From an optimization exercise on the open Yosys and OpenROAD flow, aimed at small area and a short achievable clock period; shortcuts taken in it are not production practice.
RTL that was checked went through simulation tests only; none was proved equivalent to the original.

== yarrow ==
==> module fpu, before the edit <==
module fpu #(
    parameter DATA_WIDTH = 32,
    parameter INST_WIDTH = 1
)(
    input                   i_clk,
    input                   i_rst_n,
    input  [DATA_WIDTH-1:0] i_data_a,
    input  [DATA_WIDTH-1:0] i_data_b,
    input  [INST_WIDTH-1:0] i_inst,
    input                   i_valid,
    output [DATA_WIDTH-1:0] o_data,
    output                  o_valid
);
    reg [DATA_WIDTH-1:0]    o_data_r;
    reg                     o_valid_r;
    assign o_data  = o_data_r;
    assign o_valid = o_valid_r;
    wire        sa = i_data_a[31];
    wire        sb = i_data_b[31];
    wire [7:0]  ea = i_data_a[30:23];
    wire [7:0]  eb = i_data_b[30:23];
    wire [23:0] fa = {1'b1, i_data_a[22:0]};
    wire [23:0] fb = {1'b1, i_data_b[22:0]};
    wire        a_gt = i_data_a[30:0] > i_data_b[30:0];
    wire [8:0]  dab  = {1'b0, ea} - {1'b0, eb};
    wire [7:0]  dba  = eb - ea;
    wire [7:0]  d    = dab[8] ? dba : dab[7:0];
    wire [7:0]  ebig = a_gt ? ea : eb;
    wire [23:0] fbig = a_gt ? fa : fb;
    wire [23:0] fsml = a_gt ? fb : fa;
    wire        sbig = a_gt ? sa : sb;
    wire        sub  = sa ^ sb;
    wire        d0   = (d == 8'd0);
    wire        dv   = (d <= 8'd24);
    wire [25:0] al   = dv ? ({fsml, 2'b00} >> d[4:0]) : 26'd0;
    wire [23:0] t    = al[25:2];
    reg  [4:0]  tza, tzb;
    integer i;
    always @(*) begin
        tza = 5'd23;
        tzb = 5'd23;
        for (i = 22; i >= 0; i = i - 1) begin
            if (fa[i]) tza = i;
            if (fb[i]) tzb = i;
        end
    end
    wire [4:0]  tz   = a_gt ? tzb : tza;
    wire        nzA  = dv & ({3'b0, tz} + 8'd1 < d);    
    wire        nzB  = dv & ({3'b0, tz} + 8'd2 < d);    
    wire        nzC  = dv & ({3'b0, tz} < d);           
    wire        rem23 = al[1] ^ (sub & nzA);
    wire        rem22 = al[0] ^ (sub & nzB);
    wire [23:0] ta   = t ^ {24{sub}};
    wire        ci   = sub & d0;
    wire [8:0]  fs0  = {1'b0, fbig[7:0]} + {1'b0, ta[7:0]} + {8'd0, ci};
    wire [8:0]  fs10 = {1'b0, fbig[15:8]} + {1'b0, ta[15:8]};
    wire [8:0]  fs11 = {1'b0, fbig[15:8]} + {1'b0, ta[15:8]} + 9'd1;
    wire [8:0]  fs20 = {1'b0, fbig[23:16]} + {1'b0, ta[23:16]};
    wire [8:0]  fs21 = {1'b0, fbig[23:16]} + {1'b0, ta[23:16]} + 9'd1;
    wire [8:0]  fs1  = fs0[8] ? fs11 : fs10;
    wire [8:0]  fs2  = fs1[8] ? fs21 : fs20;
    wire [24:0] fs   = {fs2, fs1[7:0], fs0[7:0]};
    wire [24:0] fsum = {fs[24] & ~sub, fs[23:0]};
    wire [24:0] v    = {fsum[23:0], rem23};
    wire [24:0] mk   = (ebig <= 8'd24) ? (25'h1000000 >> ebig[4:0]) : 25'd0;
    wire [24:0] vm   = v | mk;
    reg  [4:0]  kk;
    always @(*) begin
        kk = 5'd25;
        for (i = 0; i < 25; i = i + 1)
            if (vm[i]) kk = 24 - i;
    end
    wire        vz   = ~|v;
    wire [25:0] w    = {v, rem22};
    wire [25:0] ws   = w << kk;
    wire [23:0] af   = fsum[24] ? fsum[24:1] : ws[25:2];
    wire        ard  = fsum[24] ? fsum[0] : ws[1];
    wire        ast  = fsum[24] ? nzC : (kk == 5'd0) ? nzA : (kk == 5'd1) ? nzB : 1'b0;
    wire [7:0]  ae   = fsum[24] ? ebig + 8'd1 : vz ? 8'd0 : ebig - {3'b0, kk};
    wire [47:22] p;
    fpu_mul u_mul (.a(i_data_a[22:0]), .b(i_data_b[22:0]), .p(p));
    wire [5:0]  tzp  = {1'b0, tza} + {1'b0, tzb};
    wire        ms   = sa ^ sb;
    wire [7:0]  me   = ea + eb - 8'd127 + {7'b0, p[47]};
    wire [23:0] mf   = p[47] ? p[47:24] : p[46:23];
    wire        mrd  = p[47] ? p[23] : p[22];
    wire        mst  = p[47] ? (tzp < 6'd23) : (tzp < 6'd22);
    wire        mul  = i_inst[0];
    wire [22:0] f    = mul ? mf[22:0] : af[22:0];
    wire        rd   = mul ? mrd : ard;
    wire        st   = mul ? mst : ast;
    wire        rnd  = rd & (st | f[0]);
    wire [22:0] fr   = f + {22'b0, rnd};
    wire [31:0] res  = {mul ? ms : sbig, mul ? me : ae, fr};
    always @(posedge i_clk or negedge i_rst_n) begin
        if (~i_rst_n) begin
            o_data_r  <= 0;
            o_valid_r <= 0;
        end else begin
            if (i_valid)
                o_data_r <= res;
            o_valid_r <= i_valid;
        end
    end
endmodule
Settings: LEC_CHECK=0, ABC_AREA=1, CAP_MARGIN=20, CORE_MARGIN=2, CORE_UTILIZATION=45, PLACE_DENSITY=0.6, SLEW_MARGIN=20, SYNTH_HIERARCHICAL=1; clock period 70.0 ns.
standard.sh (not shown) runs the stock make flow with config.mk's settings and CLKGATE_MAP_FILE= SYNTH_SCRIPT=/design/flow/synth_recipe.tcl, a recipe that flattens the netlist after the stock synthesis.
==> flow/flow/run.sh <==
#!/bin/bash
# Standard synthesis, then an inverter clean-up around the full adders
# (flow/netopt.py), then the rest of the standard layout with plain
# buffers on the ports and setup repair aimed beyond the clock period.
set -euo pipefail
R=orfs/results/${FLOW_PLATFORM}/fpu/base
LIB=${FLOW_HOME}/platforms/${FLOW_PLATFORM}/lib/sky130_fd_sc_hd__tt_025C_1v80.lib
bash standard.sh synth > synth.log 2>&1
cp $R/1_2_yosys.v 1_2_yosys_std.v
python3 flow/netopt.py "$LIB" 1_2_yosys_std.v $R/1_2_yosys.v > netopt.log 2>&1
rm -f $R/1_synth.odb $R/1_synth.sdc
export BUFFER_PORTS_ARGS="-buffer_cell sky130_fd_sc_hd__buf_2"
export SETUP_SLACK_MARGIN=${MARGIN:-46}
bash standard.sh finish > layout.log 2>&1
Other scripts of this flow, unchanged in this note and not shown: flow/flow/netopt.py
For sierra, these inputs were changed with respect to yarrow:
--- a/flow/design.v
+++ b/flow/design.v
@@ -50,16 +50,7 @@
     wire        nzC  = dv & ({3'b0, tz} < d);           
     wire        rem23 = al[1] ^ (sub & nzA);
     wire        rem22 = al[0] ^ (sub & nzB);
-    wire [23:0] ta   = t ^ {24{sub}};
-    wire        ci   = sub & d0;
-    wire [8:0]  fs0  = {1'b0, fbig[7:0]} + {1'b0, ta[7:0]} + {8'd0, ci};
-    wire [8:0]  fs10 = {1'b0, fbig[15:8]} + {1'b0, ta[15:8]};
-    wire [8:0]  fs11 = {1'b0, fbig[15:8]} + {1'b0, ta[15:8]} + 9'd1;
-    wire [8:0]  fs20 = {1'b0, fbig[23:16]} + {1'b0, ta[23:16]};
-    wire [8:0]  fs21 = {1'b0, fbig[23:16]} + {1'b0, ta[23:16]} + 9'd1;
-    wire [8:0]  fs1  = fs0[8] ? fs11 : fs10;
-    wire [8:0]  fs2  = fs1[8] ? fs21 : fs20;
-    wire [24:0] fs   = {fs2, fs1[7:0], fs0[7:0]};
+    wire [24:0] fs   = {1'b0, fbig} + {1'b0, t ^ {24{sub}}} + {24'b0, sub & d0};
     wire [24:0] fsum = {fs[24] & ~sub, fs[23:0]};
     wire [24:0] v    = {fsum[23:0], rem23};
     wire [24:0] mk   = (ebig <= 8'd24) ? (25'h1000000 >> ebig[4:0]) : 25'd0;
### Flow results
sierra: flow completed, timing, DRC and antenna clean. yarrow completed every stage of the flow, and the final layout passed the timing, DRC and antenna checks. The count of plain and timing-repair buffers in the layout reported for sierra is smaller than that of yarrow by 2. Higher final instance area was reported by yarrow, not sierra. sierra gives less global router's overall resource usage than yarrow did. In the flow results for sierra and yarrow, the routed wire length is smaller on sierra. | detailed-routing wirelength on met1 | higher: sierra |.
No functional check of the RTL was part of sierra.

==> re-timing with driven ports <==
Ports are ideal in the flow. The routed layouts listed here were re-timed in OpenROAD.
Step 1 sets driving cells, clkbuf_16 on the clock port and buf_2 on the other inputs (assumed; they add their load-dependent delay and slew).
Step 2, shift: input delay + t, output delay - t, t = (earliest + latest rising clock arrival at the registers) / 2. This alone moves slack from input paths to output paths.
Three values: no drivers, after step 1, after step 2; two values: the first two.
run | t (ns) | setup WS [ns] | hold slack, ns | clock arrival spread, ns
yarrow | 0.339 | 46.603 / 46.612 / 46.273 | 0.473 / 0.473 / 0.473 | 0.011 / 0.010
sierra | 0.333 | 46.629 / 46.640 / 46.307 | 0.473 / 0.473 / 0.473 | 0.005 / 0.005
After both steps setup and hold are still met in every run listed. The setup slack of yarrow, which loses most, moves by +0.009 ns with the drivers and by -0.330 ns with both steps.
